Optimization exercise on an open flow, not production practice.
RTL: at most simulated, not proved equivalent.
Function not checked: runs 1 to 4.
Power: default activity.

==> design/flow/design.v <==
`timescale 1ns / 1ps
module ClockDivider(
    input clk,
    input reset,
    output reg [3:0] b,
    output wire rise_2Hz,
    output wire rise_4Hz,
    output wire rise_500Hz
);
    reg [12:0] f;
    reg [13:0] h;
    reg [5:0] q;
    wire f_end = ((f ^ 13'b1000011001111) & 13'b0101111111101) == 0;
    wire h_end = ((h ^ 14'b10010001000110) & 14'b01101111111111) == 0;
    wire q_end = ((q ^ 6'b110100) & 6'b010111) == 0;
    assign rise_4Hz   = f_end & ~b[0];
    assign rise_2Hz   = h_end & ~b[0];
    assign rise_500Hz = q_end & ~b[0];
    always @(posedge clk or posedge reset) begin
        if (reset) begin
            b <= 4'd0;
            f <= 13'b0000110011110;
            h <= 14'b00100010001100;
            q <= 6'b101000;
        end else begin
            b <= b + 4'd1;
            f <= {f[11:0], ~(f[12] ^ f[0]) ^ f_end};
            h <= {h[12:0], h[13] ^ h[12] ^ h_end};
            q <= {q[4:0], q[5] ^ q[0] ^ q_end};
        end
    end
endmodule
`timescale 1ns / 1ps
module Debouncer(
    input clk,
    input reset,
    input button,
    output wire debounce
);
    reg button_sync;
    reg button_sync_prev;
    reg [12:0] c;
    wire waiting = ~|c[11:0];
    assign debounce = waiting & c[12];
    wire fb = waiting ? (button_sync & ~button_sync_prev) : (c[12] ^ c[2]);
    always @(posedge clk or posedge reset) begin
        if (reset) begin
            button_sync <= 1'b0;
            c <= 13'd0;
        end else begin
            button_sync <= button;
            c <= {c[11:0], fb};
        end
    end
    always @(posedge clk)
        button_sync_prev <= button_sync;
endmodule
`timescale 1ns / 1ps
module refresher250ms (
    input clk,
    input rst,
    input [3:0] b,
    output wire measure,
    output wire trig_done
);
    reg [9:0] r;
    wire r_end = ((r ^ 10'b0000011010) & 10'b0111110111) == 0;
    assign measure   = r_end & (&b);
    assign trig_done = (({b, r} ^ 14'b10001000101110) & 14'b00000000111100) == 0;
    always @(posedge clk or posedge rst) begin
        if (rst)
            r <= 10'b0000110100;
        else
            r <= {r[8:0], ~(r[9] ^ r[2]) ^ r_end};
    end
endmodule
module UltraSonicSensor (
    input clk,
    input rst,
    input measure,
    input trig_done,
    input echo,
    output wire trig,
    output reg exit_car
);
    localparam IDLE = 2'b00, TRIGGER = 2'b01, WAIT = 2'b11, COUNTECHO = 2'b10;
    reg [1:0] state;
    reg below;
    reg [21:0] ecount;
    wire inIDLE = (state == IDLE);
    wire inCOUNT = (state == COUNTECHO);
    assign trig = (state == TRIGGER);
    wire zero21 = ~|ecount[20:0];
    wire wrap = ecount[21] & zero21;               
    wire at695 = ((ecount ^ 22'b1111111111000000000011) & 22'b0001001001100000000001) == 0;   
    always @(posedge clk or posedge rst) begin
        if (rst) begin
            state <= IDLE;
            exit_car <= 1'b0;
            below <= 1'b1;
        end else begin
            case (state)
                IDLE:      state <= measure ? TRIGGER : IDLE;
                TRIGGER:   state <= trig_done ? WAIT : TRIGGER;
                WAIT:      state <= echo ? COUNTECHO : WAIT;
                COUNTECHO: state <= echo ? COUNTECHO : IDLE;
            endcase
            if (inIDLE)
                exit_car <= below;
            if (inCOUNT)
                below <= (below & ~at695) | wrap;
            else if (state == WAIT)
                below <= 1'b1;
        end
    end
    always @(posedge clk)
        ecount <= {ecount[20:0], inCOUNT & (ecount[21] ^ ecount[20] ^ zero21)};
endmodule
`timescale 1ns / 1ps
module ParkingFSM (
    input wire clk,
    input wire reset,
    input wire entry_sensor,
    input wire exit_sensor,
    input wire [1:0] exit_location,
    output reg door_open,
    output reg full_light,
    output reg [3:0] current_state
);
    wire [3:0] loc_bit = 4'b0001 << exit_location;
    wire full = &current_state;
    wire leave = exit_sensor & |(current_state & loc_bit);
    wire [3:0] free = ~current_state;
    wire [3:0] take = free & ~{free[2:0], 1'b0} & ~{free[1:0], 2'b0} & ~{free[0], 3'b0};
    always @(posedge clk or posedge reset) begin
        if (reset) begin
            current_state <= 4'b0000;
            door_open <= 1'b0;
            full_light <= 1'b0;
        end else begin
            if (exit_sensor)
                current_state <= current_state & ~loc_bit;
            else if (entry_sensor)
                current_state <= current_state | take;
            door_open <= leave | (entry_sensor & ~full);
            full_light <= ~leave & entry_sensor & full;
        end
    end
endmodule
module SevenSegmentDisplay (
    input clk, input reset, input tick, input [3:0] slots,
    output reg [7:0] seg_out, output wire [4:0] anode);
    reg [1:0] mux_index;
    always @(posedge clk or posedge reset)
        if (reset) mux_index <= 2'b00;
        else if (tick) mux_index <= {mux_index[0], ~mux_index[1]};
    assign anode = {1'b0, mux_index == 2'b10, mux_index == 2'b11, mux_index == 2'b01, mux_index == 2'b00};
    function [7:0] seven_seg;
        input [2:0] num;
        case (num)
            3'd0: seven_seg = 8'b00111111;
            3'd1: seven_seg = 8'b00000110;
            3'd2: seven_seg = 8'b01011011;
            3'd3: seven_seg = 8'b01001111;
            3'd4: seven_seg = 8'b01100110;
            default: seven_seg = 8'b01000000;
        endcase
    endfunction
    wire full = &slots;
    reg [2:0] nfree;
    always @(*) case (slots)
        4'b0000: nfree = 3'd4;
        4'b0001, 4'b0010, 4'b0100, 4'b1000: nfree = 3'd3;
        4'b0011, 4'b0101, 4'b0110, 4'b1001, 4'b1010, 4'b1100: nfree = 3'd2;
        4'b1111: nfree = 3'd0;
        default: nfree = 3'd1;
    endcase
    wire [1:0] best = ~slots[0] ? 2'd0 : ~slots[1] ? 2'd1 : ~slots[2] ? 2'd2 : 2'd3;
    reg [2:0] digit;
    always @(*) begin
        case (mux_index)
            2'b00: digit = full ? 3'd5 : {1'b0, best};
            2'b01: digit = full ? 3'd5 : 3'd0;
            2'b11: digit = nfree;
            default: digit = 3'd0;
        endcase
        seg_out = seven_seg(digit);
    end
endmodule
`timescale 1ns / 1ps
module TopModule(
    input wire clk,
    input wire reset,
    input wire entry_sensor,
    input wire exit_sensor,
    input wire [1:0] exit_location,  
    output reg door_status_light,    
    output reg lot_full_light,       
    output wire [3:0] parking_state,
    output wire [7:0] seg_out,
    output wire [4:0] anode,
    input wire echo,
    output trig
);
    wire rise_2Hz, rise_4Hz, rise_500Hz;
    wire measure, trig_done;
    wire entry_pulse;
    wire exit_car;
    wire door_open, full_light;
    wire [3:0] n16;
    ClockDivider clock_divider (
        .clk(clk), .reset(reset), .b(n16),
        .rise_2Hz(rise_2Hz), .rise_4Hz(rise_4Hz), .rise_500Hz(rise_500Hz)
    );
    Debouncer entry_debouncer (
        .clk(clk), .reset(reset), .button(~entry_sensor), .debounce(entry_pulse)
    );
    refresher250ms refresher_inst (
        .clk(clk), .rst(reset), .b(n16), .measure(measure), .trig_done(trig_done)
    );
    UltraSonicSensor sensor (
        .clk(clk), .rst(reset), .measure(measure), .trig_done(trig_done),
        .echo(echo), .trig(trig), .exit_car(exit_car)
    );
    ParkingFSM parking_fsm (
        .clk(clk), .reset(reset),
        .entry_sensor(entry_pulse), .exit_sensor(exit_car), .exit_location(exit_location),
        .door_open(door_open), .full_light(full_light), .current_state(parking_state)
    );
    reg [4:0] door_left;
    always @(posedge clk or posedge reset) begin
        if (reset) begin
            door_status_light <= 1'b0;
            door_left <= 5'd0;
        end else if (door_open) begin
            door_status_light <= 1'b1;
            door_left <= 5'd19;
        end else if (rise_4Hz && (door_status_light || door_left != 5'd0)) begin
            door_status_light <= ~door_status_light;
            if (!door_status_light)
                door_left <= door_left - 5'd1;
        end
    end
    reg [1:0] full_left;
    always @(posedge clk or posedge reset) begin
        if (reset) begin
            lot_full_light <= 1'b0;
            full_left <= 2'd0;
        end else if (full_light) begin
            lot_full_light <= 1'b1;
            full_left <= 2'd2;
        end else if (rise_2Hz && (lot_full_light || full_left != 2'd0)) begin
            lot_full_light <= ~lot_full_light;
            if (!lot_full_light)
                full_left <= full_left - 2'd1;
        end
    end
    SevenSegmentDisplay seven_segment_display (
        .clk(clk), .reset(reset), .tick(rise_500Hz), .slots(parking_state),
        .seg_out(seg_out), .anode(anode)
    );
endmodule
==> design/flow/flow/run.sh <==
#!/bin/bash
set -euo pipefail
export BUFFER_PORTS_ARGS="-buffer_cell sky130_fd_sc_hd__buf_1"
export CTS_ARGS="-sink_clustering_enable -repair_clock_nets -dont_use_dummy_load"
bash standard.sh finish > standard_flow.log 2>&1
==> design/flow/standard.sh <==
#!/bin/bash
# synth_recipe.tcl (not shown) runs the flow's synth.tcl, then flattens the netlist and writes it again
# the make line also repeats each setting of config.mk as NAME=value (left out here)
make -C /OpenROAD-flow-scripts/flow DESIGN_CONFIG=/design/flow/config.mk WORK_HOME=/design/flow/orfs CLKGATE_MAP_FILE= SYNTH_SCRIPT=/design/flow/synth_recipe.tcl "${@:-finish}"
==> design/flow/config.mk <==
export PLATFORM = sky130hd
export DESIGN_NAME = TopModule
export DESIGN_NICKNAME = TopModule
export VERILOG_FILES = /design/flow/design.v
export SDC_FILE = /design/flow/constraint.sdc
export NUM_CORES = 4
export LEC_CHECK = 0
export CAP_MARGIN = 20
export CORE_MARGIN = 2
export CORE_UTILIZATION = 40
export SLEW_MARGIN = 20
==> design/flow/constraint.sdc <==
create_clock -name core_clock -period 10.0 [get_ports {clk}]
set_input_delay 2.0000 -clock core_clock [delete_from_list [all_inputs] [get_ports {clk}]]
set_output_delay 2.0000 -clock core_clock [all_outputs]
set_load 0.01 [all_outputs]
==> run notes, run 1 <==
run status=no timing/DRC/antenna violations; post-DP HPWL=between 3 and 4 mm; leading post-synthesis cells by cell area=dfrtp_1 (45%), dfxtp_1 (13%), dfstp_2 (11%); utilization after layout=a little under half; Die Ht=between 90 and 100 um; Skew-Pair Late Insertion Delay=around 0.36 ns; Clock Sinks=105; worst vdd ir=0.0000985 V; crit end category=output port; Max Cap Viol=0; post-synth top area cell=dfrtp_1; unrepaired setup endpoints after global routing=false; P per Cell Area=181 mW/mm2; DR iter-0 viols=a little over 90; Clock Skew=0.0328 ns; Synth Flop Type=dfrtp_1; Sequential Area=0.00253 mm2; Worst-Margin Slew=0.953 ns; Final Total Pwr=just over 0.7 mW; H-tree depth=3; DR vias=2062; port buffer count=23; RePlAce Congestion=between 0.7 and 0.8; Mapped Cells=roughly 280; mapped cell area=around 0.0037 mm2; flops & latches, synth=between 100 and 150; CORE AREA=a little under 0.009 mm2; overall routing resource usage=between 10% and 20%; post-synth cell types=57; Final Max Tran Viols=0; final hold violations=0; CTS tree=done; syn_area_per_cell=approximately 13 um2; worst setup margin=5.67 ns; Worst-path clk slew=about 0.10 ns; width of the die=99.8 um; sequential fraction of the synthesis area=69.0%; Routed Antenna Nets=0; number of top-level pins=27; top cell type's share of synthesized area=a little under half; share of cells above drive strength 1=a little over a tenth; synth warn=7; first-pass iteration count of the detailed router=4; DRC Markers=0; area grow syn2layout=8.59%; first-pass GRT wire length=9.38 mm; Clock Path Buffers=2; wire per inst=roughly 13 um; Post-synth EDFFs=0; Worst Setup Start Kind=register; Setup WS pre-CTS=between 6 and 7 ns; Async SR Flop Fraction=between 70% and 80%; vias per cell=5.02; Post-Place Cells=between 400 and 500; post-CTS setup buffer count=0; WP data required=8.00 ns; initial antenna violation count=0; Site Rows=34; Initial Utilization=41.7%; Hold Slack=approximately 0.33 ns; clock root buffer=clkbuf_8; fin area=roughly 0.004 mm2; gr ovfl total=0; die area=0.00996 mm2; drt total wl=~5.3 mm; Setup TNS=0 ns; crit-path max FO=8; Worst Path Arrival=about 2.3 ns; Fmax achieved=231 MHz; CTS Buf Count=9; Multi-input gate area=a little over 0.001 mm2; Setup-failing EPs final=0; FILL cells=819; leak pwr=approximately 1.8 nW; share of the cycle needed by the critical path after routing=between 40 and 50%; HP Class=reg -> reg; largest net degree at the start of global routing=slightly above 80; Final Critical Period=4.33 ns; vias in the first global route=between 2000 and 2500; nets=320; Diodes inserted=0; Slew HR=between 30% and 40%; Layout Cells excl Fill=slightly above 400; Resized cells post-CTS=0; kind of critical path=reg -> out; # hold bufs at CTS=0; placed cell areas=0.00386 mm2
## worst max-delay path, cell delays in order, from the launching register on
cell and delay [ns]:
dfrtp_1 0.50, inv_1 0.12, ha_1 0.22, nor2b_1 0.12
a2111oi_0 0.50, or3_1 0.24, o21ai_0 0.09, buf_1 0.17
## sequential cells by signal, summed over array words and instances, names as in the netlist, 4 cells and up
signal,flops
refresher_inst.r,10
entry_debouncer.c,13
clock_divider.q,6
clock_divider.b,4
parking_fsm.current_state,4
door_left,5
clock_divider.f,13
sensor.ecount,22
clock_divider.h,14
## area by class of cell
cell class / count / share of cell area [%]
Clock buffer: 9 / 3.11
Inverter: 18 / 1.73
Multi-Input combinational cell: 147 / 25.9
Sequential cell: 105 / 63.5
Tap cell: 108 / 3.39
Timing Repair Buffer: 24 / 2.35
## power by group
group          total (mW)  switching, mW  internal [mW]
sequential          0.485         0.0261          0.459
combinational      0.0407         0.0236         0.0172
clock               0.196          0.115         0.0810
## cells in the mapped netlist (all sizes together), types with 3 or more instances
cell type  instances
nand3              8
dfstp             16
nor3               3
nand2             13
nor4bb             3
nor2              17
a21oi              4
inv               18
xor2               5
nand2b             3
xnor2              8
nand4              3
buf                5
nor4              11
ha                 8
dfrtp             66
dfxtp             23
nor3b              4
o21ai             11
nor2b              3
## logic make-up after synthesis
| family | after synthesis | synth area share (%) |
|---|---|---|
| DFF | 105 | 69.0 |
| and+or+nand+nor | 85 | 13.9 |
| AOI/OAI and AO/OA | 35 | 6.55 |
| buffers and inverters | 25 | 3.00 |
| xor gates and xnor gates | 13 | 3.10 |
| adders and majority gates | 8 | 2.73 |
| muxes | 4 | 1.57 |
| other | 1 | 0.102 |
## cell usage in the layout, fill, tap and decap left out, drive strengths merged, types with 2 or more instances in the layout
master	instances
dfrtp	66
buf	24
dfxtp	23
inv	17
nor2	17
dfstp	16
nand2	13
o21ai	11
nor4	11
clkbuf	9
nand3	8
xnor2	8
ha	8
xor2	5
a21oi	4
nor3b	4
nor2b	3
nand2b	3
nor4bb	3
nor3	3
nand4	3
and3	2
o22ai	2
or3	2
or4	2
and4b	2
and4	2
mux2i	2
o211ai	2
o31ai	2
conb	2
## worst paths after layout
path / from / endpoint / slack [ns] / cells past startpoint
max in group asynchronous: reset / entry_debouncer.c[11] / 7.46 / 3
worst max register to register: door_left[0] / door_left[3] / 8.19 / 6
worst min register to register: sensor.ecount[17] / sensor.ecount[18] / 0.33 / 0
worst min-delay path: sensor.ecount[17] / sensor.ecount[18] / 0.33 / 0
worst max-delay path: parking_fsm.current_state[0] / seg_out[1] / 5.67 / 7
min in group asynchronous: reset / clock_divider.h[1] / 1.92 / 3
## per-layer routing
layer / wire, um / GRT usage, % / vias to the layer above
met1: 2600 / 16.0 / 1021
met3: 131 / 3.97 / 10
met2: 2460 / 18.0 / 16
li1: - / - / 1015
met5: 0 / 0 / -
met4: 85 / 4.11 / 0
==> run 2, diff against run 1 <==
==> design/flow/run.sh (new file) <==
#!/bin/bash
# synth_recipe.tcl (not shown) runs the flow's synth.tcl, then flattens the netlist and writes it again
# the make line also repeats each setting of config.mk as NAME=value (left out here)
make -C /OpenROAD-flow-scripts/flow DESIGN_CONFIG=/design/flow/config.mk WORK_HOME=/design/flow/orfs CLKGATE_MAP_FILE= SYNTH_SCRIPT=/design/flow/synth_recipe.tcl finish
removed: design/flow/flow/run.sh
removed: design/flow/standard.sh
==> run notes, run 2 <==
Largest Register=sensor.ecount; Final Total Pwr=around 0.78 mW; Worst-Margin Slew=0.500 ns; overall routing resource usage=12.3%; Layout Cells excl Fill=roughly 420; flops & latches, synth=around 110; Worst-path clk slew=approximately 0.1 ns; die area=roughly 0.010 mm2; largest net degree at the start of global routing=83; commonest non-fill, non-tap cell in the layout=dfrtp_1; number of top-level pins=27; Post-Place Cells=about 400; port buffer count=23; leak pwr=about 1.9 nW; Max Cap Viol=0; Worst Path Arrival=roughly 2.7 ns; post-synth top area cell=dfrtp_1; worst r2r dst=door_left[3]; final hold violations=0; DR iter-0 viols=94; Worst Path Buf+Inv=2; Worst path max stage delay=roughly 0.53 ns; gr ovfl total=0; kind of critical path=reg -> out; unrepaired setup endpoints after global routing=false; Site Rows=34; width of the die=between 90 and 100 um; H-tree depth=3; hold depth=0; WP data required=approximately 8.0 ns; Mapped Cells=around 280; HP Class=reg -> reg; share of the cycle needed by the critical path after routing=between 40% and 50%; vias in the first global route=~2000; CTS Buf Count=9; Fmax achieved=roughly 210 MHz; Worst Setup Start Kind=register; Hold Slack=0.352 ns; P per Cell Area=between 150 and 200 mW/mm2; drt total wl=roughly 5.5 mm; syn_area_per_cell=approximately 13 um2; list of most frequent post-synthesis cells=dfrtp_1 (66), dfxtp_1 (23), inv_1 (18), nor2_1 (17), dfstp_2 (16); RePlAce Congestion=approximately 0.82; CORE AREA=about 0.0088 mm2; Critical-path top delay cell=clkdlybuf4s50_1; Setup TNS=0 ns; Worst Hold End=sensor.ecount[11]; max reg flops=22; # hold bufs at CTS=0; Clock Sinks=around 110; first-pass GRT wire length=between 9 and 10 mm; nets=around 320; Synth Flop Type=dfrtp_1; Diodes inserted=0; RR Startpoint=door_left[0]; most frequent cells in the layout=dfrtp_1 (66), dfxtp_1 (23), clkdlybuf4s50_1 (23); post-CTS setup buffer count=0; post-synth cell types=57; Resized cells post-CTS=0; Setup-failing EPs final=0; Initial Utilization=41.7%; Routed Antenna Nets=0; post-DP HPWL=between 3 and 4 mm; vias per cell=around 5.0; Final Max Tran Viols=0; run status=no timing/DRC/antenna violations; wire per inst=13.2 um; Crit path max-delay family=buffers and inverters; first-pass iteration count of the detailed router=4; area grow syn2layout=15.2%; count leader, synth=dfrtp_1; Async SR Flop Fraction=between 70% and 80%; crit-path max FO=8; Skew-Pair Late Insertion Delay=roughly 0.36 ns; Die Ht=99.8 um; worst vdd ir=about 0.000084 V; register-to-register setup slack=~8.2 ns; HP Start=sensor.ecount[10]; share of cells above drive strength 1=a little over an eighth; clock root buffer=clkbuf_8; Clock Skew=between 0.015 and 0.02 ns; Clock Path Buffers=2; Final Critical Period=4.65 ns; synth warn=7; critical-path cell list=inv_1, ha_1, nor2b_1, a2111oi_0, or3_1, or2_1, clkdlybuf4s50_1; DR vias=2084; Largest regs=sensor.ecount: 22 flops, clock_divider.h: 14 flops; Slew HR=~66%; R2R cell count=6; leading post-synthesis cells by cell area=dfrtp_1 (45%), dfxtp_1 (13%), dfstp_2 (11%); FILL cells=a little over 800; top cell type's share of synthesized area=45.0%; initial antenna violation count=0; CTS tree=done; DRC Markers=0; crit end category=output port; sequential fraction of the synthesis area=69.0%; mapped cell area=between 0.003 and 0.004 mm2; Post-synth EDFFs=0
[run 2: metal layers]
metal	track usage [%]	share of wire [%]	vias up
met5	0	0	-
met4	2.53	0.72	0
met3	4.81	3.2	4
met2	18.3	47	20
met1	17.5	49	1034
li1	-	-	1026
[run 2: how the worst max path moves through the flow]
stage | from | endpoint | slack, ns | cells after the start
2_1_floorplan | reset | clock_divider.b[0] | 5.92 | 1
3_3_place_gp | parking_fsm.current_state[0] | seg_out[6] | 5.72 | 7
3_5_place_dp | parking_fsm.current_state[0] | seg_out[3] | 5.74 | 7
4_1_cts | parking_fsm.current_state[0] | seg_out[3] | 5.31 | 7
5_1_grt | parking_fsm.current_state[0] | seg_out[3] | 5.02 | 7
6_report | parking_fsm.current_state[0] | seg_out[6] | 5.35 | 7
[run 2: final cells by class]
class                           count  area (um2)  area share [%]
Clock buffer                       10         149            3.52
Sequential cell                   105        2530            59.9
Inverter                           18        68.8            1.63
Tap cell                          108         135            3.20
Multi-Input combinational cell    147        1030            24.4
Timing Repair Buffer               25         265            6.27
Clock inverter                      6        47.5            1.12
[run 2: per-stage QoR]
step	instance area (um2)	worst slack (ns)	util (%)
after floorplan	3670	5.92	-
after global placement	4010	5.72	45.5
after detailed placement	4010	5.74	45.5
after CTS	4200	5.31	47.7
after global routing	4230	5.02	48.0
final	4230	5.35	48.0
[run 2: kinds of logic after synthesis]
group | Yosys count | synth area share (%)
AND/OR/NAND/NOR | 85 | 13.9
buffers and inverters | 25 | 3.00
XOR/XNOR | 13 | 3.10
AO/OA/AOI/OAI | 35 | 6.55
adder cells (fa/ha/maj) | 8 | 2.73
other | 1 | 0.102
multiplexers | 4 | 1.57
flip-flops | 105 | 69.0
[run 2: worst reg2reg max path, cell delays in order (launching register included)]
cell     delay [ns]
dfrtp_1        0.40
inv_1          0.12
ha_1           0.18
or4b_1         0.47
nand4_2        0.20
nor4_2         0.07
mux2_4         0.29
[run 2: where the power goes]
part           internal [mW]  switching, mW
clock                  0.108          0.142
combinational         0.0224         0.0239
sequential             0.459         0.0279
==> run 3, diff against run 2 <==
==> design/flow/flow/run.sh (new file) <==
#!/bin/bash
set -euo pipefail
export BUFFER_PORTS_ARGS="-buffer_cell sky130_fd_sc_hd__buf_1"
export CTS_ARGS="-sink_clustering_enable -repair_clock_nets -dont_use_dummy_load -buf_list sky130_fd_sc_hd__clkbuf_16 -sink_clustering_size 60 -sink_clustering_max_diameter 200"
bash standard.sh finish > standard_flow.log 2>&1
==> design/flow/standard.sh (new file) <==
#!/bin/bash
# synth_recipe.tcl (not shown) runs the flow's synth.tcl, then flattens the netlist and writes it again
# the make line also repeats each setting of config.mk as NAME=value (left out here)
make -C /OpenROAD-flow-scripts/flow DESIGN_CONFIG=/design/flow/config.mk WORK_HOME=/design/flow/orfs CLKGATE_MAP_FILE= SYNTH_SCRIPT=/design/flow/synth_recipe.tcl "${@:-finish}"
removed: design/flow/run.sh
==> run notes, run 3 <==
run status=no timing/DRC/antenna violations; crit-path max FO=8; # hold bufs at CTS=0; Initial Utilization=41.7%; FILL cells=808; Worst-Margin Slew=0.953 ns; crit end category=output port; utilization after layout=between 40% and 50%; gr ovfl total=0; number of top-level pins=27; wire per inst=about 13 um; CTS tree=done; initial antenna violation count=0; post-synth top area cell=dfrtp_1; Setup TNS=0 ns; met1 Track Usage GR=16.0%; overall routing resource usage=a little under an eighth; leak pwr=roughly 1.8 nW; CORE AREA=around 0.0088 mm2; Setup WS pre-CTS=slightly above 6 ns; list of most frequent post-synthesis cells=dfrtp_1 (66), dfxtp_1 (23), inv_1 (18), nor2_1 (17), dfstp_2 (16); kind of critical path=reg -> out; first-pass GRT wire length=approximately 9.3 mm; Resized cells post-CTS=0; H-tree depth=3; Fmax achieved=about 230 MHz; most frequent cells in the layout=dfrtp_1 (66), dfxtp_1 (23), buf_1 (23); clock root buffer=clkbuf_16; first-pass iteration count of the detailed router=4; share of the cycle needed by the critical path after routing=42.9%; Final Total Pwr=0.809 mW; sequential fraction of the synthesis area=between 60% and 70%; P per Cell Area=~200 mW/mm2; Worst-path clk slew=about 0.07 ns; RePlAce Congestion=a little under 0.8; Final Max Tran Viols=0; Hold Slack=roughly 0.34 ns; die area=0.00996 mm2; Setup-failing EPs final=0; Mapped Cells=between 200 and 300; area grow syn2layout=11.4%; critical-path cell list=inv_1, ha_1, nor2b_1, a2111oi_0, or3_1, o21ai_0, buf_1; Skew-Pair Late Insertion Delay=roughly 0.33 ns; Post-synth EDFFs=0; Worst path max stage delay=~0.50 ns; Clock Path Buffers=2; Slew HR=around 36%; Largest regs=sensor.ecount: 22 flops, clock_divider.h: 14 flops; syn_area_per_cell=about 13 um2; Worst Path Arrival=between 2 and 2.5 ns; Sequential Area=0.00253 mm2; Routed Antenna Nets=0; Async SR Flop Fraction=approximately four fifths; flops & latches, synth=~110; worst setup margin=roughly 5.7 ns; largest net degree at the start of global routing=83; width of the die=between 90 and 100 um; nets=between 300 and 400; register-to-register setup slack=around 8.2 ns; commonest non-fill, non-tap cell in the layout=dfrtp_1; vias in the first global route=2053; Site Rows=34; Critical-path top delay cell=a2111oi_0; post-DP HPWL=around 3.6 mm; count leader, synth=dfrtp_1; Worst Setup Start Kind=register; max reg flops=22; Die Ht=about 100 um; leading post-synthesis cells by cell area=dfrtp_1 (45%), dfxtp_1 (13%), dfstp_2 (11%); post-CTS setup buffer count=0; port buffer count=23; Final Critical Period=between 4 and 5 ns; Max Cap Viol=0; worst vdd ir=between 0.00009 and 0.0001 V; Synth Flop Type=dfrtp_1; met2 usage=around 18%; Largest Register=sensor.ecount; unrepaired setup endpoints after global routing=false; share of cells above drive strength 1=between 10% and 20%; WP data required=~8.0 ns; Diodes inserted=0; M3 GR Usage=~4.6%; Multi-input gate area=between 0.001 and 0.0015 mm2; synth warn=7; HP Class=reg -> reg; DR iter-0 viols=80; CTS Buf Count=9; Clock Skew=between 0.02 and 0.025 ns; vias per cell=4.99; Clock Sinks=between 100 and 150; post-synth cell types=57; final hold violations=0; DRC Markers=0; top cell type's share of synthesized area=around 45%; mapped cell area=between 0.003 and 0.004 mm2; drt total wl=about 5.3 mm; global routing's busiest layer=met2; DR vias=approximately 2000; Crit path max-delay family=compound AO/OA/AOI/OAI gates; Worst Path Buf+Inv=2
[run 3: layout make-up]
cell class | instances | share of cell area, %
Clock buffer | 9 | 5.51
Inverter | 18 | 1.68
Multi-Input combinational cell | 147 | 25.2
Sequential cell | 105 | 62.0
Tap cell | 108 | 3.31
Timing Repair Buffer | 24 | 2.30
[run 3: layer usage]
layer | wire length, um | share of wire, %
met4 | 30 | 0.57
met5 | 0 | 0
met3 | 102 | 1.9
met1 | 2640 | 50
met2 | 2490 | 47
[run 3: worst register-to-register path, delay by kind of cell (launching register included)]
| kind | cells | cell delay, ns |
|---|---|---|
| AND/OR/NAND/NOR | 3 | 0.73 |
| adder cells (fa/ha/maj) | 1 | 0.17 |
| buffers and inverters | 1 | 0.12 |
| flip-flops | 1 | 0.39 |
| multiplexers | 1 | 0.29 |
[run 3: through the flow]
step           cell area, um2  instances
2_1_floorplan            3670        277
3_3_place_gp             3860        402
3_5_place_dp             3860        402
4_1_cts                  4090        411
5_1_grt                  4090        411
6_report                 4090        411
[run 3: path summary, 6_finish.rpt]
path	startpoint	to	cells past startpoint
setup / recovery	parking_fsm.current_state[0]	seg_out[1]	7
hold / removal	sensor.ecount[3]	sensor.ecount[4]	0
setup reg to reg	door_left[0]	door_left[3]	6
hold reg to reg	sensor.ecount[3]	sensor.ecount[4]	0
max in group asynchronous	reset	entry_debouncer.c[0]	3
min in group asynchronous	reset	clock_divider.h[1]	3
[run 3: where the power goes]
| group | leakage (nW) | switching, mW | internal (mW) |
|---|---|---|---|
| Combinational | 0.511 | 0.0236 | 0.0172 |
| Clock | 0.111 | 0.124 | 0.159 |
| Sequential | 1.18 | 0.0259 | 0.460 |
[run 3: kinds of logic (layout without fill, tap and decap cells)]
group / after synthesis / count (layout) / share of synthesized area, %
other: 1 / 2 / 0.102
flip-flops: 105 / 105 / 69.0
multiplexers: 4 / 4 / 1.57
XOR/XNOR: 13 / 13 / 3.10
AO/OA/AOI/OAI: 35 / 35 / 6.55
AND/OR/NAND/NOR: 85 / 85 / 13.9
buffers and inverters: 25 / 51 / 3.00
adder cells (fa/ha/maj): 8 / 8 / 2.73
==> run 4, diff against run 3 <==
==> design/flow/flow/run.sh (replaced) <==
#!/bin/bash
set -euo pipefail
export BUFFER_PORTS_ARGS="-buffer_cell sky130_fd_sc_hd__buf_1"
export CTS_ARGS="-sink_clustering_enable -repair_clock_nets -dont_use_dummy_load -buf_list \"sky130_fd_sc_hd__clkbuf_8 sky130_fd_sc_hd__clkbuf_16\" -sink_clustering_size 30 -sink_clustering_max_diameter 100"
bash standard.sh finish > standard_flow.log 2>&1
==> run notes, run 4 <==
run status=no timing/DRC/antenna violations; P per Cell Area=roughly 180 mW/mm2; Resized cells post-CTS=0; Critical-path top delay cell=dfrtp_1; post-synth cell types=57; max reg flops=22; initial antenna violation count=0; worst vdd ir=a little under 0.0001 V; HP Class=reg -> reg; sequential fraction of the synthesis area=between 60% and 70%; Site Rows=34; clock root buffer=clkbuf_8; leading post-synthesis cells by cell area=dfrtp_1 (45%), dfxtp_1 (13%), dfstp_2 (11%); Clock Sinks=105; flops & latches, synth=105; placed cell areas=between 0.003 and 0.004 mm2; number of top-level pins=27; Max Used Layer=met4; # hold bufs at CTS=0; Worst Setup Start Kind=register; crit-path max FO=8; top cell type's share of synthesized area=between 40 and 50%; vias in the first global route=2064; Final Critical Period=around 4.3 ns; list of most frequent post-synthesis cells=dfrtp_1 (66), dfxtp_1 (23), inv_1 (18), nor2_1 (17), dfstp_2 (16); WP data required=roughly 8.0 ns; critical-path cell list=inv_1, ha_1, nor2b_1, a2111oi_0, or3_1, o21ai_0, buf_1; Setup TNS=0 ns; DRC Markers=0; post-DP HPWL=between 3 and 4 mm; Final Max Tran Viols=0; Diodes inserted=0; unrepaired setup endpoints after global routing=false; syn_area_per_cell=around 13 um2; width of the die=99.8 um; Die Ht=between 90 and 100 um; vias per cell=~5; Largest regs=sensor.ecount: 22 flops, clock_divider.h: 14 flops; Clock Skew=about 0.033 ns; mapped cell area=between 0.003 and 0.004 mm2; most frequent cells in the layout=dfrtp_1 (66), dfxtp_1 (23), buf_1 (23); RePlAce Congestion=0.788; area grow syn2layout=8.59%; die area=around 0.010 mm2; Clock Path Buffers=2; Synth Flop Type=dfrtp_1; post-synth top area cell=dfrtp_1; crit end category=output port; Routed Antenna Nets=0; Fmax achieved=~230 MHz; DR vias=2062; Worst path max stage delay=roughly 0.50 ns; Largest Register=sensor.ecount; DR iter-0 viols=93; H-tree depth=3; wire per inst=12.8 um; commonest non-fill, non-tap cell in the layout=dfrtp_1; Worst Path Arrival=~2.3 ns; port buffer count=23; Slew HR=between 30% and 40%; first-pass iteration count of the detailed router=4; nets=320; utilization after layout=approximately 45%; kind of critical path=reg -> out; gr ovfl total=0; CORE AREA=0.00881 mm2; first-pass GRT wire length=approximately 9.4 mm; wl on met1=2.60 mm; met3 WL=around 130 um; synth warn=7; largest net degree at the start of global routing=slightly above 80; drt total wl=between 5 and 6 mm; Worst-Margin Slew=roughly 0.95 ns; Max Cap Viol=0; fin area=about 0.004 mm2; count leader, synth=dfrtp_1; Skew-Pair Late Insertion Delay=about 0.36 ns; Worst-path clk slew=about 0.10 ns; Mapped Cells=276; share of cells above drive strength 1=10.9%; post-CTS setup buffer count=0; overall routing resource usage=a little under an eighth; leak pwr=~1.8 nW; Setup-failing EPs final=0; register-to-register setup slack=roughly 8.2 ns; CTS Buf Count=9; Post-synth EDFFs=0; final hold violations=0; share of the cycle needed by the critical path after routing=roughly 43%; Async SR Flop Fraction=78.1%; Initial Utilization=41.7%; CTS tree=done; routed length on met2=roughly 2.5 mm
==> run 4: cell types whose count changed in the layout (fill, tap and decap cells not counted) <==
cell / change
clkbuf_8: +9
clkbuf_16: -9
==> run 4: cell type report <==
cell class                      instances  area, um2
Timing Repair Buffer                   24       93.8
Tap cell                              108        135
Clock buffer                            9        124
Sequential cell                       105       2530
Fill cell                             819       4820
Inverter                               18       68.8
Multi-Input combinational cell        147       1030
==> run 4: power breakdown <==
part | internal (mW) | total (mW) | switching, mW
sequential | 0.459 | 0.485 | 0.0261
combinational | 0.0172 | 0.0407 | 0.0236
clock | 0.0810 | 0.196 | 0.115
==> run 4: per-layer routing <==
metal | global-route usage [%] | up-vias
met5 | 0 | -
met4 | 4.11 | 0
met3 | 3.97 | 10
met2 | 18.0 | 16
met1 | 16.0 | 1021
li1 | - | 1015
==> run 4: cells by family (layout without fill, tap and decap cells) <==
kind of cell    count (synthesis)  count (layout)  share of synthesized area [%]
mux                             4               4                           1.57
fa+ha+maj                       8               8                           2.73
xor+xnor                       13              13                           3.10
simple gates                   85              85                           13.9
buf+inv                        25              51                           3.00
compound gates                 35              35                           6.55
flops                         105             105                           69.0
other cells                     1               2                          0.102
==> run 4: final timing paths <==
path / startpoint / to / depth (start not counted)
worst max-delay path: parking_fsm.current_state[0] / seg_out[1] / 7
worst min-delay path: sensor.ecount[17] / sensor.ecount[18] / 0
worst max register to register: door_left[0] / door_left[3] / 6
worst min register to register: sensor.ecount[17] / sensor.ecount[18] / 0
max in group asynchronous: reset / entry_debouncer.c[11] / 3
min in group asynchronous: reset / clock_divider.h[1] / 3
==> run 4: through the flow <==
step                      cells  worst slack [ns]  total power [mW]  hold WS (ns)
after floorplan             277              5.92             0.520         0.331
after global placement      402              6.10             0.535         0.338
after global routing        411              5.37             0.761         0.340
final                       411              5.67             0.722         0.332
after detailed placement    402              6.07             0.535         0.336
after CTS                   411              5.64             0.736         0.327
==> run 4: worst max-delay path, delay by kind of cell (launching register included) <==
kind	cells	cell delay (ns)
AO/OA/AOI/OAI	2	0.59
flip-flops	1	0.50
adder cells (fa/ha/maj)	1	0.22
buffers and inverters	2	0.29
AND/OR/NAND/NOR	2	0.36
==> run 5, diff against run 4 <==
--- a/design/flow/design.v
+++ b/design/flow/design.v
@@ -229,3 +229,4 @@
     );
-    reg [4:0] door_left;
+    reg [4:0] door_step;
+    wire door_end = ~|(door_step & 5'b10110);
     always @(posedge clk or posedge reset) begin
@@ -233,13 +234,13 @@
             door_status_light <= 1'b0;
-            door_left <= 5'd0;
+            door_step <= 5'b00000;
         end else if (door_open) begin
             door_status_light <= 1'b1;
-            door_left <= 5'd19;
-        end else if (rise_4Hz && (door_status_light || door_left != 5'd0)) begin
+            door_step <= 5'b00010;
+        end else if (rise_4Hz && (door_status_light || !door_end)) begin
             door_status_light <= ~door_status_light;
             if (!door_status_light)
-                door_left <= door_left - 5'd1;
-        end
-    end
-    reg [1:0] full_left;
+                door_step <= {door_step[3:0], ~(door_step[4] ^ door_step[0])};
+        end
+    end
+    reg [1:0] full_step;
     always @(posedge clk or posedge reset) begin
@@ -247,10 +248,10 @@
             lot_full_light <= 1'b0;
-            full_left <= 2'd0;
+            full_step <= 2'b00;
         end else if (full_light) begin
             lot_full_light <= 1'b1;
-            full_left <= 2'd2;
-        end else if (rise_2Hz && (lot_full_light || full_left != 2'd0)) begin
+            full_step <= 2'b11;
+        end else if (rise_2Hz && (lot_full_light || full_step[1])) begin
             lot_full_light <= ~lot_full_light;
             if (!lot_full_light)
-                full_left <= full_left - 2'd1;
+                full_step <= {full_step[0], 1'b0};
         end
==> design/flow/flow/run.sh (replaced) <==
#!/bin/bash
set -euo pipefail
export BUFFER_PORTS_ARGS="-buffer_cell sky130_fd_sc_hd__buf_1"
export CTS_ARGS="-sink_clustering_enable -repair_clock_nets -dont_use_dummy_load"
bash standard.sh finish > standard_flow.log 2>&1
==> run notes, run 5 <==
vias in the first global route=between 1500 and 2000; HP Class=reg -> reg; clock root buffer=clkbuf_8; Fmax achieved=between 200 and 250 MHz; port buffer count=23; Post-Place Cells=between 300 and 400; CTS tree=done; CORE AREA=about 0.0088 mm2; crit end category=output port; wire per inst=around 13 um; register-to-register setup slack=~8.2 ns; Mapped Cells=264; list of most frequent post-synthesis cells=dfrtp_1 (66), dfxtp_1 (23), dfstp_2 (16), inv_1 (12), o21ai_0 (12); leak pwr=between 1.5 and 2 nW; flops & latches, synth=around 110; Multi-input gate area=0.00102 mm2; worst r2r dst=full_step[0]; gr ovfl total=0; worst vdd ir=approximately 0.0001 V; Final Total Pwr=around 0.7 mW; WP data required=roughly 8.0 ns; Clock Skew=0.0328 ns; Async SR Flop Fraction=around four fifths; Routed Antenna Nets=0; Worst-path clk slew=0.10 ns; post-synth top area cell=dfrtp_1; crit path from=parking_fsm.current_state[0]; post-DP HPWL=around 3.4 mm; most frequent cells in the layout=dfrtp_1 (66), dfxtp_1 (23), buf_1 (23); Max Cap Viol=0; Diodes inserted=0; placed cell areas=roughly 0.0038 mm2; Layout Cells excl Fill=about 400; run status=no timing/DRC/antenna violations; first-pass GRT wire length=between 9 and 10 mm; Clock Sinks=between 100 and 150; Worst-Margin Slew=about 0.50 ns; crit-path max FO=7; syn_area_per_cell=roughly 14 um2; commonest non-fill, non-tap cell in the layout=dfrtp_1; mapped cell area=between 0.003 and 0.004 mm2; leading post-synthesis cells by cell area=dfrtp_1 (45%), dfxtp_1 (13%), dfstp_2 (12%); Setup TNS=0 ns; post-CTS setup buffer count=0; P per Cell Area=between 150 and 200 mW/mm2; Site Rows=34; Slew HR=about 67%; unrepaired setup endpoints after global routing=false; drt total wl=between 5 and 6 mm; Clock Path Buffers=2; Largest Register=sensor.ecount; Initial Utilization=between 40% and 50%; Resized cells post-CTS=0; H-tree depth=3; Synth Flop Type=dfrtp_1; Post-synth EDFFs=0; die area=0.00989 mm2; number of top-level pins=27; Die Ht=99.4 um; sequential fraction of the synthesis area=just under 70%; Sequential Area=between 0.002 and 0.003 mm2; post-synth cell types=61; Skew-Pair Late Insertion Delay=roughly 0.36 ns; R2R cell count=4; synth warn=7; Critical Path End=seg_out[2]; FILL cells=809; Worst Setup Start Kind=register; RR Startpoint=clock_divider.h[2]; DRC Markers=0; fin area=0.00398 mm2; first-pass iteration count of the detailed router=4; Largest regs=sensor.ecount: 22 flops, clock_divider.h: 14 flops; DR iter-0 viols=78; width of the die=approximately 99 um; initial antenna violation count=0; vias per cell=~4.9; largest net degree at the start of global routing=83; Final Critical Period=4.22 ns; # hold bufs at CTS=0; max reg flops=22; top cell type's share of synthesized area=between 40% and 50%; Worst Path Arrival=~2.2 ns; share of the cycle needed by the critical path after routing=between 40% and 50%; nets=304; kind of critical path=reg -> out; share of cells above drive strength 1=around 15%; area grow syn2layout=9.17%; RePlAce Congestion=0.749; count leader, synth=dfrtp_1; overall routing resource usage=between 10% and 20%; final hold violations=0; DR vias=roughly 2000; CTS Buf Count=9; Setup-failing EPs final=0; Final Max Tran Viols=0
## run 5: cell types whose count changed in the layout (fill, tap and decap cells not counted), sizes merged, moves of 3 or more
cell,previous run,this run
nor2,17,9
a21oi,4,9
inv,17,12
ha,8,5
nand2,13,10
nand2b,3,6
nor4,11,8
## run 5: worst min path at each step
stage	startpoint	endpoint	slack [ns]	depth (start not counted)
after global placement	sensor.ecount[9]	sensor.ecount[10]	0.33	0
after floorplan	sensor.ecount[9]	sensor.ecount[10]	0.32	0
final	sensor.ecount[9]	sensor.ecount[10]	0.35	0
after detailed placement	sensor.ecount[2]	sensor.ecount[3]	0.33	0
after global routing	sensor.ecount[11]	sensor.ecount[12]	0.36	0
after CTS	sensor.ecount[9]	sensor.ecount[10]	0.35	0
## run 5: final cells by class
class	count	share of cell area [%]
Sequential cell	105	63.7
Multi-Input combinational cell	139	25.6
Tap cell	108	3.40
Clock buffer	9	3.12
Timing Repair Buffer	25	3.05
Inverter	12	1.13
## run 5: metrics by stage
step	setup WS, ns	utilization (%)	hold slack, ns
finish	5.78	45.4	0.350
global route	5.57	45.4	0.355
CTS	5.74	45.1	0.352
detailed placement	6.16	43.6	0.332
global placement	6.18	43.6	0.334
floorplan	5.92	-	0.323
## run 5: metal layers
layer | vias to the layer above | share of wire, % | track usage (%)
met5 | - | 0 | 0
met4 | 0 | 1.0 | 4.11
met3 | 5 | 2.9 | 4.50
met2 | 19 | 43 | 17.1
met1 | 949 | 53 | 16.1
li1 | 973 | - | -
## run 5: critical path, cell delays in order, from the launching register on
cell     delay (ns)
dfrtp_1        0.48
inv_1          0.13
ha_1           0.32
xnor2_1        0.17
xnor2_1        0.16
a31o_2         0.23
mux2i_1        0.20
buf_1          0.17
## run 5: where the power goes
| part | switching, mW | internal (mW) |
|---|---|---|
| registers | 0.0212 | 0.451 |
| logic | 0.0135 | 0.00963 |
| clock network | 0.115 | 0.0810 |
## run 5: cells by family (layout without fill, tap and decap cells)
group,Yosys count,in the layout,synth area share [%]
AO/OA/AOI/OAI,41,41,7.63
XOR/XNOR,11,11,2.65
adder cells (fa/ha/maj),5,5,1.72
buffers and inverters,21,46,2.61
flip-flops,105,105,69.5
multiplexers,6,6,2.10
other,1,2,0.103
AND/OR/NAND/NOR,74,74,13.7
==> run 6, diff against run 5 <==
--- a/design/flow/flow/run.sh
+++ b/design/flow/flow/run.sh
@@ -4,2 +4,3 @@
 export CTS_ARGS="-sink_clustering_enable -repair_clock_nets -dont_use_dummy_load"
+export POST_FLOORPLAN_TCL="$(pwd)/flow/downsize.tcl"
 bash standard.sh finish > standard_flow.log 2>&1
==> design/flow/flow/downsize.tcl (new file) <==
# Swap every logic cell the synthesis sized up for its smallest drive-strength
# variant (same function and pins); the placement's repair_design sizes up
# again wherever slew, capacitance or timing needs it. Taps, fills and clock
# buffers are left alone.
set db [ord::get_db]
set block [[$db getChip] getBlock]
set dont_use [split $::env(DONT_USE_CELLS)]
set swapped 0
set saved 0
foreach inst [$block getInsts] {
  set m [$inst getMaster]
  set name [$m getName]
  if {![regexp {^(sky130_fd_sc_hd__[a-z0-9]+)_([0-9]+)$} $name -> base drv]} { continue }
  if {[regexp {tap|fill|decap|clkbuf|clkinv|clkdly|diode|conb} $base]} { continue }
  set best ""
  set bestw [$m getWidth]
  foreach d {0 1 2 4} {
    set cname ${base}_$d
    if {$cname eq $name} { continue }
    set cand [$db findMaster $cname]
    if {$cand eq "NULL" || $cand eq ""} { continue }
    set bad 0
    foreach pat $dont_use { if {$pat ne "" && [string match $pat $cname]} { set bad 1 } }
    if {$bad} { continue }
    if {[$cand getWidth] < $bestw} { set best $cand; set bestw [$cand getWidth] }
  }
  if {$best ne ""} {
    puts "downsize: [$inst getName] $name -> [$best getName]"
    incr saved [expr {[$m getWidth] - $bestw}]
    $inst swapMaster $best
    incr swapped
  }
}
puts "downsize: swapped $swapped cells, [expr {$saved / 1000.0}] um of row width saved"
--- a/design/flow/config.mk
+++ b/design/flow/config.mk
@@ -7,5 +7,5 @@
 export LEC_CHECK = 0
-export CAP_MARGIN = 20
+export CAP_MARGIN = 5
 export CORE_MARGIN = 2
 export CORE_UTILIZATION = 40
-export SLEW_MARGIN = 20
+export SLEW_MARGIN = 5
==> run notes, run 6 <==
Diodes inserted=0; synth warn=7; run status=no timing/DRC/antenna violations; mapped cell area=approximately 0.0036 mm2; CORE AREA=between 0.008 and 0.009 mm2; width of the die=approximately 99 um; hold depth=0; area grow syn2layout=6.39%; Largest Register=sensor.ecount; Worst Setup Start Kind=register; Worst-path clk slew=approximately 0.08 ns; Post-synth EDFFs=0; commonest non-fill, non-tap cell in the layout=dfrtp_1; Worst Path Arrival=roughly 2.2 ns; number of top-level pins=27; Worst-Margin Slew=0.981 ns; crit end category=output port; global routing's busiest layer=met2; P per Cell Area=~180 mW/mm2; vias in the first global route=2015; initial antenna violation count=0; leading post-synthesis cells by cell area=dfrtp_1 (45%), dfxtp_1 (13%), dfstp_2 (12%); Clock Sinks=105; post-CTS setup buffer count=0; flops & latches, synth=roughly 110; most frequent cells in the layout=dfrtp_1 (66), dfxtp_1 (23), buf_1 (23); H-tree depth=3; FILL cells=slightly above 800; max reg flops=22; sequential fraction of the synthesis area=69.5%; largest net degree at the start of global routing=83; Final Max Tran Viols=0; overall routing resource usage=a little under an eighth; drt total wl=around 5.2 mm; DRC Markers=0; Setup TNS=0 ns; first-pass iteration count of the detailed router=5; worst vdd ir=roughly 0.00010 V; HP Class=reg -> reg; Multi-input gate area=943 um2; port buffer count=23; Resized cells post-CTS=0; Clock Skew=0.0191 ns; final hold violations=0; count leader, synth=dfrtp_1; post-synth top area cell=dfrtp_1; die area=a little under 0.01 mm2; post-DP HPWL=roughly 3.5 mm; Synth Flop Type=dfrtp_1; first-pass GRT wire length=slightly above 9 mm; list of most frequent post-synthesis cells=dfrtp_1 (66), dfxtp_1 (23), dfstp_2 (16), inv_1 (12), o21ai_0 (12); Hold Slack=about 0.35 ns; # hold bufs at CTS=0; M3 GR Usage=4.29%; Routed Antenna Nets=0; DR iter-0 viols=between 70 and 80; leak pwr=1.62 nW; Max Cap Viol=0; Site Rows=34; vias per cell=between 4 and 5; nets=a little over 300; share of cells above drive strength 1=11.1%; kind of critical path=reg -> out; syn_area_per_cell=13.8 um2; Sequential Area=roughly 0.0025 mm2; Final Critical Period=about 4.2 ns; unrepaired setup endpoints after global routing=false; Largest regs=sensor.ecount: 22 flops, clock_divider.h: 14 flops; wire per inst=between 10 and 15 um; crit-path max FO=7; Initial Utilization=a little over 40%; Fmax achieved=between 200 and 250 MHz; Setup-failing EPs final=0; met1 Track Usage GR=16.1%; R2R cell count=4; clock root buffer=clkbuf_8; Async SR Flop Fraction=between 70% and 80%; gr ovfl total=0; Clock Path Buffers=2; Die Ht=between 90 and 100 um; DR vias=just under 2000; post-synth cell types=61; share of the cycle needed by the critical path after routing=41.9%; CTS tree=done; CTS Buf Count=9; top cell type's share of synthesized area=approximately 45%; Mapped Cells=264; Skew-Pair Late Insertion Delay=about 0.35 ns; WP data required=8.00 ns; RePlAce Congestion=about 0.74; met2 usage=around 18%; Slew HR=between 30% and 40%
## run 6: power breakdown
part,internal [mW],total (mW),switching [mW]
clock,0.0809,0.194,0.113
sequential,0.451,0.468,0.0164
combinational,0.00697,0.0204,0.0135
total,0.539,0.682,0.143
## run 6: per-layer routing
| layer | up-vias | wire length [um] | share of wire, % |
|---|---|---|---|
| li1 | 973 | - | - |
| met1 | 978 | 2610 | 50 |
| met2 | 17 | 2370 | 46 |
| met3 | 6 | 164 | 3.2 |
| met4 | 0 | 53 | 1.0 |
| met5 | - | 0 | 0 |
## run 6: final cells by class
cell class	instances	share of cell area (%)
clock buffer	9	3.20
inverter	12	1.19
multi-input combinational	139	24.3
sequential	105	65.4
tap	108	3.49
timing repair buffer	24	2.42
## run 6: kinds of logic (layout without fill, tap and decap cells)
group,Yosys count,after routing,synth area share [%]
compound gates,41,41,7.63
xor+xnor,11,11,2.65
mux,6,6,2.10
other cells,1,2,0.103
flops,105,105,69.5
buf+inv,21,45,2.61
simple gates,74,74,13.7
fa+ha+maj,5,5,1.72
## run 6: critical path, cell delays in order (launching register included)
cell,delay [ns]
dfrtp_1,0.47
inv_1,0.13
ha_1,0.32
xnor2_1,0.14
xnor2_1,0.14
a31o_2,0.29
a21oi_1,0.17
buf_1,0.18
## run 6: worst paths after layout
kind / endpoint / slack, ns / start
min in group asynchronous: clock_divider.h[5] / 1.93 / reset
worst min register to register: clock_divider.f[4] / 0.35 / clock_divider.f[3]
worst max-delay path: seg_out[0] / 5.81 / parking_fsm.current_state[0]
worst min-delay path: clock_divider.f[4] / 0.35 / clock_divider.f[3]
worst max register to register: door_step[0] / 7.98 / clock_divider.f[7]
max in group asynchronous: seven_segment_display.mux_index[1] / 7.42 / reset
## run 6: stage by stage
step	util, %	worst slack [ns]	std cells	power [mW]	area [um2]
after floorplan	-	5.92	265	0.493	3650
after global placement	42.8	6.19	388	0.496	3750
after detailed placement	42.8	6.18	388	0.497	3750
after CTS	44.2	5.79	397	0.694	3870
after global routing	44.2	5.61	397	0.718	3870
final	44.2	5.81	397	0.682	3870
==> run 7, diff against run 6 <==
--- a/design/flow/config.mk
+++ b/design/flow/config.mk
@@ -7,5 +7,5 @@
 export LEC_CHECK = 0
-export CAP_MARGIN = 5
+export CAP_MARGIN = 0
 export CORE_MARGIN = 2
 export CORE_UTILIZATION = 40
-export SLEW_MARGIN = 5
+export SLEW_MARGIN = 0
==> run notes, run 7 <==
Worst-path clk slew=about 0.080 ns; Largest Register=sensor.ecount; leading post-synthesis cells by cell area=dfrtp_1 (45%), dfxtp_1 (13%), dfstp_2 (12%); register-to-register setup slack=between 7 and 8 ns; wl on met1=2.61 mm; Critical-path top delay cell=dfrtp_1; vias in the first global route=2015; first-pass GRT wire length=roughly 9.3 mm; initial antenna violation count=0; met3 WL=around 160 um; Async SR Flop Fraction=78.1%; Setup WS pre-CTS=approximately 6 ns; Diodes inserted=0; Final Critical Period=between 4 and 5 ns; WP data required=about 8.0 ns; CTS Buf Count=9; sequential fraction of the synthesis area=69.5%; # hold bufs at CTS=0; syn_area_per_cell=between 10 and 15 um2; top cell type's share of synthesized area=a little under half; Resized cells post-CTS=0; Worst Setup Start Kind=register; overall routing resource usage=11.9%; flops & latches, synth=approximately 110; RePlAce Congestion=between 0.7 and 0.8; HP Class=reg -> reg; RR Startpoint=clock_divider.f[7]; Skew-Pair Late Insertion Delay=between 0.3 and 0.4 ns; P per Cell Area=176 mW/mm2; worst r2r dst=door_step[0]; area grow syn2layout=6.39%; clock root buffer=clkbuf_8; Critical Path End=seg_out[0]; Site Rows=34; Max Used Layer=met4; worst setup margin=around 5.8 ns; Routed Antenna Nets=0; Synth Flop Type=dfrtp_1; post-synth top area cell=dfrtp_1; number of top-level pins=27; vias per cell=4.97; Worst-Margin Slew=0.981 ns; R2R cell count=4; post-DP HPWL=around 3.5 mm; share of the cycle needed by the critical path after routing=between 40% and 50%; Worst path max stage delay=approximately 0.47 ns; Die Ht=between 90 and 100 um; leak pwr=approximately 1.6 nW; Final Max Tran Viols=0; crit end category=output port; kind of critical path=reg -> out; crit-path max FO=7; post-synth cell types=61; most numerous cell on the critical path=xnor2_1; routed length on met2=roughly 2.4 mm; critical-path cell list=inv_1, ha_1, xnor2_1, xnor2_1, a31o_2, a21oi_1, buf_1; Slew HR=34.6%; Worst Path Buf+Inv=2; Setup TNS=0 ns; Clock Sinks=105; Mapped Cells=~260; count leader, synth=dfrtp_1; Fmax achieved=roughly 240 MHz; Initial Utilization=about two fifths; Crit. path cell count=7; width of the die=just under 100 um; Clock Skew=0.0191 ns; Post-synth EDFFs=0; post-CTS setup buffer count=0; Setup-failing EPs final=0; largest net degree at the start of global routing=83; first-pass iteration count of the detailed router=5; port buffer count=23; Max Cap Viol=0; commonest non-fill, non-tap cell in the layout=dfrtp_1; mapped cell area=~0.0036 mm2; unrepaired setup endpoints after global routing=false; CTS tree=done; Crit path max-delay family=flip-flops; share of cells above drive strength 1=between 10% and 20%; DR iter-0 viols=73; Largest regs=sensor.ecount: 22 flops, clock_divider.h: 14 flops; gr ovfl total=0; list of most frequent post-synthesis cells=dfrtp_1 (66), dfxtp_1 (23), dfstp_2 (16), inv_1 (12), o21ai_0 (12); H-tree depth=3; final hold violations=0; Worst Path Arrival=~2.2 ns; DRC Markers=0; crit path from=parking_fsm.current_state[0]; DR vias=around 2000; run status=no timing/DRC/antenna violations; most frequent cells in the layout=dfrtp_1 (66), dfxtp_1 (23), buf_1 (23); die area=a little under 0.01 mm2; worst vdd ir=between 0.0001 and 0.00015 V; wire per inst=roughly 13 um; drt total wl=about 5.2 mm; max reg flops=22; CORE AREA=between 0.008 and 0.009 mm2; Clock Path Buffers=2; nets=around 300; synth warn=7
[run 7: cell counts in the layout (fill, tap and decap cells not counted)]
Identical to the previous run, type by type.
[run 7: power by group]
part	switching, mW	leakage (nW)	total, mW	internal [mW]
clock network	0.113	0.0647	0.194	0.0809
registers	0.0164	1.18	0.468	0.451
logic	0.0135	0.380	0.0204	0.00697
total	0.143	1.62	0.682	0.539
[run 7: worst min path at each step]
stage                            start            endpoint  slack (ns)  cells after the start
detailed placement    sensor.ecount[9]   sensor.ecount[10]        0.33                      0
global route        clock_divider.f[3]  clock_divider.f[4]        0.36                      0
floorplan             sensor.ecount[9]   sensor.ecount[10]        0.32                      0
finish              clock_divider.f[3]  clock_divider.f[4]        0.35                      0
global placement      sensor.ecount[7]    sensor.ecount[8]        0.34                      0
CTS                 clock_divider.f[3]  clock_divider.f[4]        0.35                      0
[run 7: layout make-up]
| type | count | area [um2] |
|---|---|---|
| Timing Repair Buffer | 24 | 93.8 |
| Fill cell | 805 | 4890 |
| Inverter | 12 | 46.3 |
| Multi-Input combinational cell | 139 | 943 |
| Sequential cell | 105 | 2530 |
| Tap cell | 108 | 135 |
| Clock buffer | 9 | 124 |
[run 7: per-stage QoR]
stage          hold slack [ns]  instances  utilization [%]  total power, mW  cell area [um2]
6_report                 0.346        397             44.2            0.682             3870
4_1_cts                  0.346        397             44.2            0.694             3870
5_1_grt                  0.355        397             44.2            0.718             3870
2_1_floorplan            0.323        265                -            0.493             3650
3_5_place_dp             0.328        388             42.8            0.497             3750
3_3_place_gp             0.337        388             42.8            0.496             3750
[run 7: metal layers]
| layer | vias to the layer above | GRT usage, % |
|---|---|---|
| met1 | 978 | 16.1 |
| met4 | 0 | 4.21 |
| met3 | 6 | 4.29 |
| li1 | 973 | - |
| met5 | - | 0 |
| met2 | 17 | 17.7 |
[run 7: logic make-up after synthesis]
| logic type | count (synthesis) | synth area share (%) |
|---|---|---|
| xor gates and xnor gates | 11 | 2.65 |
| adders and majority gates | 5 | 1.72 |
| and+or+nand+nor | 74 | 13.7 |
| other | 1 | 0.103 |
| buffers and inverters | 21 | 2.61 |
| muxes | 6 | 2.10 |
| DFF | 105 | 69.5 |
| AOI/OAI and AO/OA | 41 | 7.63 |
==> run 8, diff against run 7 <==
--- a/design/flow/config.mk
+++ b/design/flow/config.mk
@@ -7,5 +7,5 @@
 export LEC_CHECK = 0
-export CAP_MARGIN = 0
+export CAP_MARGIN = 20
 export CORE_MARGIN = 2
 export CORE_UTILIZATION = 40
-export SLEW_MARGIN = 0
+export SLEW_MARGIN = 20
==> run notes, run 8 <==
routed length on met2=~2.4 mm; Seq pwr share=a little under 70%; list of most frequent post-synthesis cells=dfrtp_1 (66), dfxtp_1 (23), dfstp_2 (16), inv_1 (12), o21ai_0 (12); Final Critical Period=approximately 4.2 ns; port buffer count=23; Synth Flop Type=dfrtp_1; wl on met1=2.61 mm; DR vias=about 2000; post-DP HPWL=between 3 and 4 mm; synth warn=7; Max Cap Viol=0; die area=slightly below 0.01 mm2; count leader, synth=dfrtp_1; final hold violations=0; Clock Skew=roughly 0.019 ns; Largest regs=sensor.ecount: 22 flops, clock_divider.h: 14 flops; commonest non-fill, non-tap cell in the layout=dfrtp_1; Final Total Pwr=0.683 mW; R2R cell count=4; Site Rows=34; largest net degree at the start of global routing=83; Post-synth EDFFs=0; Int Pwr=approximately 0.54 mW; leak pwr=roughly 1.6 nW; Final Max Tran Viols=0; initial antenna violation count=0; Clock Path Buffers=2; nets=just over 300; hold depth=0; Worst-Margin Slew=just over 0.7 ns; HP Start=clock_divider.f[3]; number of top-level pins=27; post-synth top area cell=dfrtp_1; register-to-register setup slack=between 7 and 8 ns; Diodes inserted=0; switching pwr=0.143 mW; RR Startpoint=clock_divider.f[7]; kind of critical path=reg -> out; vias in the first global route=2015; clock root buffer=clkbuf_8; Mapped Cells=264; most frequent cells in the layout=dfrtp_1 (66), dfxtp_1 (23), buf_1 (23); Setup TNS=0 ns; CTS tree=done; Largest Register=sensor.ecount; sequential fraction of the synthesis area=69.5%; area grow syn2layout=6.49%; first-pass GRT wire length=approximately 9.3 mm; width of the die=slightly below 100 um; mapped cell area=approximately 0.0036 mm2; Worst Hold End=clock_divider.f[4]; RePlAce Congestion=0.738; wire per inst=13.1 um; Initial Utilization=41.6%; Clock Sinks=105; run status=no timing/DRC/antenna violations; Async SR Flop Fraction=about four fifths; share of the cycle needed by the critical path after routing=around two fifths; Worst Path Arrival=around 2.2 ns; H-tree depth=3; Hold Slack=0.346 ns; worst r2r dst=door_step[0]; clock share of power=28.5%; gr ovfl total=0; Layout Cells excl Fill=397; crit end category=output port; CTS Buf Count=9; unrepaired setup endpoints after global routing=false; Resized cells post-CTS=0; P per Cell Area=around 180 mW/mm2; overall routing resource usage=11.9%; Routed Antenna Nets=0; post-synth cell types=61; HP Class=reg -> reg; post-CTS setup buffer count=0; leading post-synthesis cells by cell area=dfrtp_1 (45%), dfxtp_1 (13%), dfstp_2 (12%); flops & latches, synth=roughly 110; met3 WL=164 um; Post-Place Cells=388; switching share of total power=a little over a fifth; CORE AREA=0.00876 mm2; Max Used Layer=met4; Worst-path clk slew=0.08 ns; Slew HR=a little over half; first-pass iteration count of the detailed router=5; Comb power frac=under 10%; worst vdd ir=between 0.0001 and 0.00015 V; syn_area_per_cell=13.8 um2; Skew-Pair Late Insertion Delay=0.35 ns; Setup-failing EPs final=0; drt total wl=5.20 mm; DRC Markers=0; DR iter-0 viols=between 70 and 80; max reg flops=22; # hold bufs at CTS=0; Worst Setup Start Kind=register; crit-path max FO=7; top cell type's share of synthesized area=between 40% and 50%; Die Ht=99.4 um; share of cells above drive strength 1=11.1%; vias per cell=about 5; WP data required=around 8.0 ns; Fmax achieved=~240 MHz
==> run 8: layout make-up <==
| cell class | instances | area [um2] |
|---|---|---|
| Clock buffer | 9 | 124 |
| Multi-Input combinational cell | 139 | 943 |
| Tap cell | 108 | 135 |
| Sequential cell | 105 | 2530 |
| Timing Repair Buffer | 24 | 97.6 |
| Inverter | 12 | 46.3 |
| Fill cell | 803 | 4880 |
==> run 8: power by group through the flow <==
stage | clock network [mW] | registers, mW | logic, mW
after floorplan | 0 | 0.475 | 0.0179
after global placement | 0 | 0.476 | 0.0208
after detailed placement | 0 | 0.476 | 0.0210
after CTS | 0.204 | 0.468 | 0.0211
after global routing | 0.222 | 0.472 | 0.0244
final | 0.194 | 0.468 | 0.0206
==> run 8: how the worst max path moves through the flow <==
stage                            startpoint            endpoint  slack [ns]  depth (start not counted)
4_1_cts        parking_fsm.current_state[0]          seg_out[0]        5.79                          7
2_1_floorplan                         reset  clock_divider.b[0]        5.92                          1
3_5_place_dp   parking_fsm.current_state[0]          seg_out[0]        6.18                          7
6_report       parking_fsm.current_state[0]          seg_out[0]        5.81                          7
3_3_place_gp   parking_fsm.current_state[0]          seg_out[0]        6.19                          7
5_1_grt        parking_fsm.current_state[0]          seg_out[0]        5.61                          7
==> run 8: logic make-up (layout without fill, tap and decap cells) <==
family	after synthesis	in the layout	share of synthesized area [%]
flops	105	105	69.5
simple gates	74	74	13.7
compound gates	41	41	7.63
buf+inv	21	45	2.61
xor+xnor	11	11	2.65
mux	6	6	2.10
fa+ha+maj	5	5	1.72
other cells	1	2	0.103
==> run 8: critical path, cell delays in order, from the launching register on <==
cell,delay (ns)
dfrtp_1,0.47
inv_1,0.13
ha_1,0.32
xnor2_1,0.14
xnor2_1,0.14
a31o_2,0.29
a21oi_1,0.17
buf_1,0.18
==> run 8: through the flow <==
stage / worst slack (ns) / area [um2] / util, %
floorplan: 5.92 / 3650 / -
global placement: 6.19 / 3750 / 42.8
detailed placement: 6.18 / 3750 / 42.8
CTS: 5.79 / 3870 / 44.2
global route: 5.61 / 3880 / 44.3
finish: 5.81 / 3880 / 44.3
==> run 8: routing by layer <==
metal | up-vias | GRT usage (%)
met5 | - | 0
met4 | 0 | 4.21
met3 | 6 | 4.29
met2 | 17 | 17.7
met1 | 978 | 16.1
li1 | 973 | -
==> run 9, diff against run 8 <==
--- a/design/flow/config.mk
+++ b/design/flow/config.mk
@@ -9,3 +9,3 @@
 export CORE_MARGIN = 2
-export CORE_UTILIZATION = 40
+export CORE_UTILIZATION = 60
 export SLEW_MARGIN = 20
==> run notes, run 9 <==
clock root buffer=clkbuf_8; FILL cells=471; width of the die=a little over 80 um; flops & latches, synth=105; run status=no timing/DRC/antenna violations; port buffer count=23; post-synth cell types=61; Multi-input gate area=around 940 um2; Die Ht=approximately 82 um; Fmax achieved=234 MHz; Skew-Pair Late Insertion Delay=about 0.35 ns; mapped cell area=between 0.003 and 0.004 mm2; Worst-Margin Slew=0.693 ns; H-tree depth=3; Async SR Flop Fraction=about four fifths; largest net degree at the start of global routing=83; Post-synth EDFFs=0; multiplexer area fraction after synthesis=2.10%; leading post-synthesis cells by cell area=dfrtp_1 (45%), dfxtp_1 (13%), dfstp_2 (12%); Worst-path clk slew=around 0.090 ns; CTS Buf Count=9; crit end category=output port; Max Cap Viol=0; WP data required=~8.0 ns; wire per inst=around 15 um; CTS tree=done; worst vdd ir=around 0.00013 V; first-pass iteration count of the detailed router=4; top cell type's share of synthesized area=between 40% and 50%; crit-path max FO=7; post-synth top area cell=dfrtp_1; syn_area_per_cell=between 10 and 15 um2; Synth Area in Compound Gates=under 10%; Clock Path Buffers=2; post-synthesis xor/xnor area fraction=2.65%; # hold bufs at CTS=0; vias per cell=5.52; DR iter-0 viols=135; Mapped Cells=~260; final hold violations=0; initial antenna violation count=0; Slew HR=53.8%; count leader, synth=dfrtp_1; Setup-failing EPs final=0; gr ovfl total=0; share of the cycle needed by the critical path after routing=a little over two fifths; vias in the first global route=approximately 1900; DR vias=between 2000 and 2500; CORE AREA=approximately 0.0059 mm2; leak pwr=between 1.5 and 2 nW; Largest Register=sensor.ecount; Site Rows=28; Sequential Area=0.00253 mm2; list of most frequent post-synthesis cells=dfrtp_1 (66), dfxtp_1 (23), dfstp_2 (16), inv_1 (12), o21ai_0 (12); die area=between 0.006 and 0.007 mm2; Resized cells post-CTS=0; Initial Utilization=approximately three fifths; Post-Place Cells=approximately 360; Diodes inserted=0; Final Max Tran Viols=0; first-pass GRT wire length=between 8 and 9 mm; largest family of logic cells by synthesized area=simple AND/OR/NAND/NOR gates; Clock Skew=between 0.02 and 0.03 ns; most frequent cells in the layout=dfrtp_1 (66), dfxtp_1 (23), buf_1 (23); P per Cell Area=178 mW/mm2; Routed Antenna Nets=0; HP Class=reg -> reg; Setup TNS=0 ns; Worst Setup Start Kind=register; overall routing resource usage=between 10% and 20%; commonest non-fill, non-tap cell in the layout=dfrtp_1; Synth Flop Type=dfrtp_1; Largest regs=sensor.ecount: 22 flops, clock_divider.h: 14 flops; simple-gate share of the synthesized area=~14%; number of top-level pins=27; area grow syn2layout=5.36%; adder-cell share of the synthesized area=between 1.5 and 2%; Final Critical Period=4.27 ns; sequential fraction of the synthesis area=69.5%; Clock Sinks=~110; RePlAce Congestion=around 0.83; nets=about 300; kind of critical path=reg -> out; Layout Cells excl Fill=between 300 and 400; unrepaired setup endpoints after global routing=false; Worst Path Arrival=between 2 and 2.5 ns; DRC Markers=0; drt total wl=roughly 5.4 mm; post-DP HPWL=3.67 mm; max reg flops=22; synth warn=7; post-CTS setup buffer count=0; share of cells above drive strength 1=11.1%
-- run 9: power breakdown --
group / leakage, nW / total, mW / internal [mW] / switching, mW
logic: 0.381 / 0.0200 / 0.00710 / 0.0129
registers: 1.18 / 0.468 / 0.451 / 0.0163
clock network: 0.0647 / 0.196 / 0.0810 / 0.115
-- run 9: final timing paths --
path | start | endpoint | slack, ns | cells after the start
worst max-delay path | parking_fsm.current_state[0] | seg_out[0] | 5.73 | 7
worst min-delay path | clock_divider.f[10] | clock_divider.f[11] | 0.33 | 0
worst max register to register | clock_divider.f[7] | door_step[0] | 7.94 | 4
worst min register to register | clock_divider.f[10] | clock_divider.f[11] | 0.33 | 0
max in group asynchronous | reset | clock_divider.b[0] | 7.70 | 3
min in group asynchronous | reset | entry_debouncer.c[8] | 1.79 | 3
-- run 9: cells by family (layout without fill, tap and decap cells) --
kind of cell,Yosys count,after routing
multiplexers,6,6
XOR/XNOR,11,11
flip-flops,105,105
AO/OA/AOI/OAI,41,41
other,1,2
buffers and inverters,21,45
AND/OR/NAND/NOR,74,74
adder cells (fa/ha/maj),5,5
-- run 9: stage by stage --
stage	instance area [um2]	util [%]	hold slack (ns)	setup WS (ns)	power [mW]
finish	3840	65.2	0.325	5.73	0.684
global route	3840	65.2	0.333	5.58	0.721
CTS	3830	65.1	0.323	5.75	0.697
detailed placement	3710	63.0	0.336	6.13	0.496
global placement	3710	63.0	0.334	6.19	0.496
floorplan	3650	-	0.323	5.92	0.493
-- run 9: worst max-delay path, stage by stage, from the launching register on --
cell and delay, ns:
dfrtp_1 0.48, inv_1 0.13, ha_1 0.23, nor3b_1 0.14, a311oi_1 0.39, o22ai_1 0.19
a21oi_1 0.20, buf_1 0.17
-- run 9: per-layer routing --
layer	global-route usage, %	vias up	part of all wire [%]
met3	4.95	6	3.2
met1	26.1	1002	50
met2	26.2	25	46
met5	0	-	0
li1	-	975	-
met4	7.50	0	1.1
-- run 9: cell type report --
cell class                 instances  share of cell area, %
clock buffer                       9                   3.23
timing repair buffer              24                   2.54
multi-input combinational        139                   24.6
sequential                       105                   66.0
inverter                          12                   1.21
tap                               75                   2.45
